Source: an optimization exercise on an open RTL-to-GDS flow (aim: small area and a short achievable clock period). Production flows keep margins and buffers that such runs may drop.
The RTL was checked by simulation tests, not by an equivalence proof against the original design.
Power and IR drop assume default switching activity.

// synchronous_fifo
module synchronous_fifo#(parameter FIFO_WIDTH = 32, NO_OF_ELEMENTS = 32, FIFO_DEPTH = $clog2(NO_OF_ELEMENTS))
(	input clk, resetn, w_en, r_en,
	input [FIFO_WIDTH-1:0] d_in,
	output [FIFO_WIDTH-1:0] d_out,
	output full, empty
	);
	localparam N = NO_OF_ELEMENTS;
	reg [FIFO_WIDTH-1:0] d_out_reg;
	reg [FIFO_WIDTH-1:0] mem [N-1:0];
	reg [3:0] w_lo;                  
	reg [N/4-1:0] w_hi;              
	reg [N-1:0] r_sel;               
	reg [FIFO_DEPTH-1:0] count;      
	reg nfull_i, empty_i;            
	reg full_o, nempty_o;            
	wire wr = w_en & nfull_i;
	wire rd = r_en & ~empty_i;
	wire one_left = (count == 1);
	wire one_free = (count == N-1);
	reg [FIFO_WIDTH-1:0] rdata;
	integer k;
	always @(*) begin
		rdata = 0;
		for (k = 0; k < N; k = k + 1)
			rdata = rdata | (mem[k] & {FIFO_WIDTH{r_sel[k]}});
	end
	genvar i;
	generate
		for (i = 0; i < N; i = i + 1) begin : g_word
			always @(posedge clk)
				if (wr & w_lo[i % 4] & w_hi[i / 4])
					mem[i] <= d_in;
		end
	endgenerate
	always @(posedge clk or negedge resetn) begin
		if (~resetn) begin
			w_lo <= 1;
			w_hi <= 1;
			r_sel <= 1;
			count <= 0;
			nfull_i <= 1'b1;
			empty_i <= 1'b1;
			full_o <= 1'b0;
			nempty_o <= 1'b0;
			d_out_reg <= 0;
		end else begin
			if (wr) begin
				w_lo <= {w_lo[2:0], w_lo[3]};
				if (w_lo[3])
					w_hi <= {w_hi[N/4-2:0], w_hi[N/4-1]};
			end
			if (rd) begin
				r_sel <= {r_sel[N-2:0], r_sel[N-1]};
				d_out_reg <= rdata;
			end
			if (wr & ~rd) begin
				count <= count + 1'b1;
				empty_i <= 1'b0;
				nempty_o <= 1'b1;
				nfull_i <= ~one_free;
				full_o <= one_free;
			end else if (rd & ~wr) begin
				count <= count - 1'b1;
				nfull_i <= 1'b1;
				full_o <= 1'b0;
				empty_i <= one_left;
				nempty_o <= ~one_left;
			end
		end
	end
	assign d_out = d_out_reg;
	assign full = full_o;
	assign empty = ~nempty_o;
endmodule
For scale: roughly 2200 cells after synthesis, ~70 I/O pins, roughly 40000 sq um of cells after synthesis.
==> flow/config.mk <==
export PLATFORM = sky130hd
export DESIGN_NAME = synchronous_fifo
export DESIGN_NICKNAME = synchronous_fifo
export VERILOG_FILES = /design/flow/design.v
export SDC_FILE = /design/flow/constraint.sdc
export NUM_CORES = 4
export LEC_CHECK = 0
export CAP_MARGIN = 20
export CORE_MARGIN = 2
export CORE_UTILIZATION = 50
export SETUP_SLACK_MARGIN = 1.3
export SLEW_MARGIN = 20
==> flow/constraint.sdc <==
create_clock -name core_clock -period 3.3 [get_ports {clk}]
set_input_delay 0.6600 -clock core_clock [delete_from_list [all_inputs] [get_ports {clk}]]
set_output_delay 0.6600 -clock core_clock [all_outputs]
set_load 0.01 [all_outputs]
run.sh (not shown) runs the stock make flow with config.mk's settings and CLKGATE_MAP_FILE= SYNTH_SCRIPT=/design/flow/synth_recipe.tcl, a recipe that flattens the netlist after the stock synthesis.
The first run finished with timing, DRC and antenna clean.
Change:
==> flow/flow/run.sh (new file) <==
#!/bin/bash
set -e
cp standard.sh standard.sh.txt
export CTS_ARGS="-sink_clustering_enable -repair_clock_nets -dont_use_dummy_load"
bash standard.sh > standard.log 2>&1
==> flow/standard.sh (new file) <==
#!/bin/bash
# synth_recipe.tcl (not shown) runs the flow's synth.tcl, then flattens the netlist and writes it again
# the make line also repeats each setting of config.mk as NAME=value (left out here)
make -C /OpenROAD-flow-scripts/flow DESIGN_CONFIG=/design/flow/config.mk WORK_HOME=/design/flow/orfs CLKGATE_MAP_FILE= SYNTH_SCRIPT=/design/flow/synth_recipe.tcl "${@:-finish}"
CORE_UTILIZATION = 74   (was 50)
SETUP_SLACK_MARGIN = 1.4   (was 1.3)
removed: flow/run.sh
Result: Die area decreases by a quarter to a third; register-to-register slack gains 60 ps; maximum frequency increases by a few percent.
Change:
==> flow/run.sh (new file) <==
#!/bin/bash
# synth_recipe.tcl (not shown) runs the flow's synth.tcl, then flattens the netlist and writes it again
# the make line also repeats each setting of config.mk as NAME=value (left out here)
make -C /OpenROAD-flow-scripts/flow DESIGN_CONFIG=/design/flow/config.mk WORK_HOME=/design/flow/orfs CLKGATE_MAP_FILE= SYNTH_SCRIPT=/design/flow/synth_recipe.tcl finish
ABC_CLOCK_PERIOD_IN_PS = 1800   (was not set)
CORE_UTILIZATION = 70   (was 74)
removed: flow/flow/run.sh
removed: flow/standard.sh
Effect:
- final area came out higher slightly
- final cell count grows by a few percent
- wire length goes down by a little under a tenth
- total power increases by a little under a tenth
- maximum frequency came out higher slightly
Change:
ABC_CLOCK_PERIOD_IN_PS = not set   (was 1800)
CORE_UTILIZATION = 50   (was 70)
SETUP_SLACK_MARGIN = 1.8   (was 1.4)
Result: The changed run finished clean; sequential power barely changes; via count came out higher by about a fifth; wire length grows by well over a third; worst setup slack is worse by 54 ps; die area went up by well over a third; clock-buffer cell count rose by 19.

Setup of the baseline:
The RTL this note starts from:
==> flow/design.v <==
module synchronous_fifo#(parameter FIFO_WIDTH = 32, NO_OF_ELEMENTS = 32, FIFO_DEPTH = $clog2(NO_OF_ELEMENTS))
(	input clk, resetn, w_en, r_en,
	input [FIFO_WIDTH-1:0] d_in,
	output [FIFO_WIDTH-1:0] d_out,
	output full, empty
	);
	localparam N = NO_OF_ELEMENTS;
	reg [FIFO_WIDTH-1:0] d_out_reg;
	reg [FIFO_WIDTH-1:0] mem [N-1:0];
	reg [3:0] w_lo;                  
	reg [N/4-1:0] w_hi;              
	reg [N-1:0] r_sel;               
	reg [FIFO_DEPTH-1:0] count;      
	reg nfull_i, empty_i;            
	reg full_o, nempty_o;            
	wire wr = w_en & nfull_i;
	wire rd = r_en & ~empty_i;
	wire one_left = (count == 1);
	wire one_free = (count == N-1);
	reg [FIFO_WIDTH-1:0] rdata;
	integer k;
	always @(*) begin
		rdata = 0;
		for (k = 0; k < N; k = k + 1)
			rdata = rdata | (mem[k] & {FIFO_WIDTH{r_sel[k]}});
	end
	genvar i;
	generate
		for (i = 0; i < N; i = i + 1) begin : g_word
			always @(posedge clk)
				if (wr & w_lo[i % 4] & w_hi[i / 4])
					mem[i] <= d_in;
		end
	endgenerate
	always @(posedge clk or negedge resetn) begin
		if (~resetn) begin
			w_lo <= 1;
			w_hi <= 1;
			r_sel <= 1;
			count <= 0;
			nfull_i <= 1'b1;
			empty_i <= 1'b1;
			full_o <= 1'b0;
			nempty_o <= 1'b0;
			d_out_reg <= 0;
		end else begin
			if (wr) begin
				w_lo <= {w_lo[2:0], w_lo[3]};
				if (w_lo[3])
					w_hi <= {w_hi[N/4-2:0], w_hi[N/4-1]};
			end
			if (rd) begin
				r_sel <= {r_sel[N-2:0], r_sel[N-1]};
				d_out_reg <= rdata;
			end
			if (wr & ~rd) begin
				count <= count + 1'b1;
				empty_i <= 1'b0;
				nempty_o <= 1'b1;
				nfull_i <= ~one_free;
				full_o <= one_free;
			end else if (rd & ~wr) begin
				count <= count - 1'b1;
				nfull_i <= 1'b1;
				full_o <= 1'b0;
				empty_i <= one_left;
				nempty_o <= ~one_left;
			end
		end
	end
	assign d_out = d_out_reg;
	assign full = full_o;
	assign empty = ~nempty_o;
endmodule
clock: 3.3 ns
lec_check: 0
cap_margin: 20
core_margin: 2
core_utilization: 70
setup_slack_margin: 1.4
slew_margin: 20
standard.sh (not shown) runs the stock make flow with config.mk's settings and CLKGATE_MAP_FILE= SYNTH_SCRIPT=/design/flow/synth_recipe.tcl, a recipe that flattens the netlist after the stock synthesis.
==> flow/flow/run.sh <==
#!/bin/bash
set -e
cp standard.sh standard.sh.txt
export CTS_ARGS="-sink_clustering_enable -repair_clock_nets -dont_use_dummy_load -sink_clustering_size 20 -sink_clustering_max_diameter 60"
bash standard.sh > standard.log 2>&1
Input changes introduced in the candidate (baseline for comparison: the baseline):
- putting CTS_BUF_LIST at sky130_fd_sc_hd__clkbuf_8 where nothing was set
==> flow/run.sh (new file) <==
#!/bin/bash
# synth_recipe.tcl (not shown) runs the flow's synth.tcl, then flattens the netlist and writes it again
# the make line also repeats each setting of config.mk as NAME=value (left out here)
make -C /OpenROAD-flow-scripts/flow DESIGN_CONFIG=/design/flow/config.mk WORK_HOME=/design/flow/orfs CLKGATE_MAP_FILE= SYNTH_SCRIPT=/design/flow/synth_recipe.tcl finish
removed: flow/flow/run.sh
removed: flow/standard.sh
--- outcome ---
The candidate ended with every stage complete and zero timing, DRC or antenna violations.
Sort the candidate and the baseline by average wire per standard cell, ascending, and the candidate comes first.
The baseline vs the candidate, slowest stage cell on the critical path: dfrtp_4 vs dfrtp_2
Die area came out exactly the same in the candidate and the baseline.
The final reports for the candidate and the baseline show synthesis-to-layout area growth higher in the former.
On synthesized area, the candidate and the baseline are neck and neck.

## static timing again, ports no longer ideal
How much do the figures lean on ideal ports? The routed layouts below were timed once more, with nothing changed but the port constraints.
Step 1: set_driving_cell puts a clkbuf_16 on clk and a buf_2 on each other input, an assumption about the parent block.
Step 2 times the ports against the registers' clock, not the clock port: input delays grow and output delays shrink by t, the midpoint of the rising clock arrivals with the driver on.
Three values: no drivers, after step 1, after step 2; two values: the first two.
| run | t, ns | setup WS [ns] | hold slack, ns | worst setup path after step 2 | pins driven straight from the clock port |
|---|---|---|---|---|---|
| the first run of note 1 | 0.735 | 1.281 / 1.259 / 0.611 | 0.106 / 0.064 / 0.493 | input to register | 1 |
| the second run of note 1 | 0.713 | 1.343 / 1.322 / 0.677 | 0.058 / 0.022 / 0.470 | input to register | 1 |
| the third run of note 1 | 0.724 | 1.361 / 1.301 / 0.726 | 0.082 / 0.045 / 0.484 | input to register | 1 |
| the fourth run of note 1 | 0.754 | 1.307 / 1.236 / 0.722 | 0.032 / -0.013 / 0.514 | input to register | 1 |
| the baseline | 0.672 | 1.363 / 1.355 / 0.757 | 0.141 / 0.106 / 0.481 | input to register | 1 |
| the candidate | 0.878 | 1.218 / 1.159 / 0.689 | 0.355 / 0.315 / 0.477 | input to register | 1 |
After both steps setup and hold are still met in every run listed. The setup slack of the first run of note 1, which loses most, moves by -0.022 ns with the drivers and by -0.670 ns with both steps.
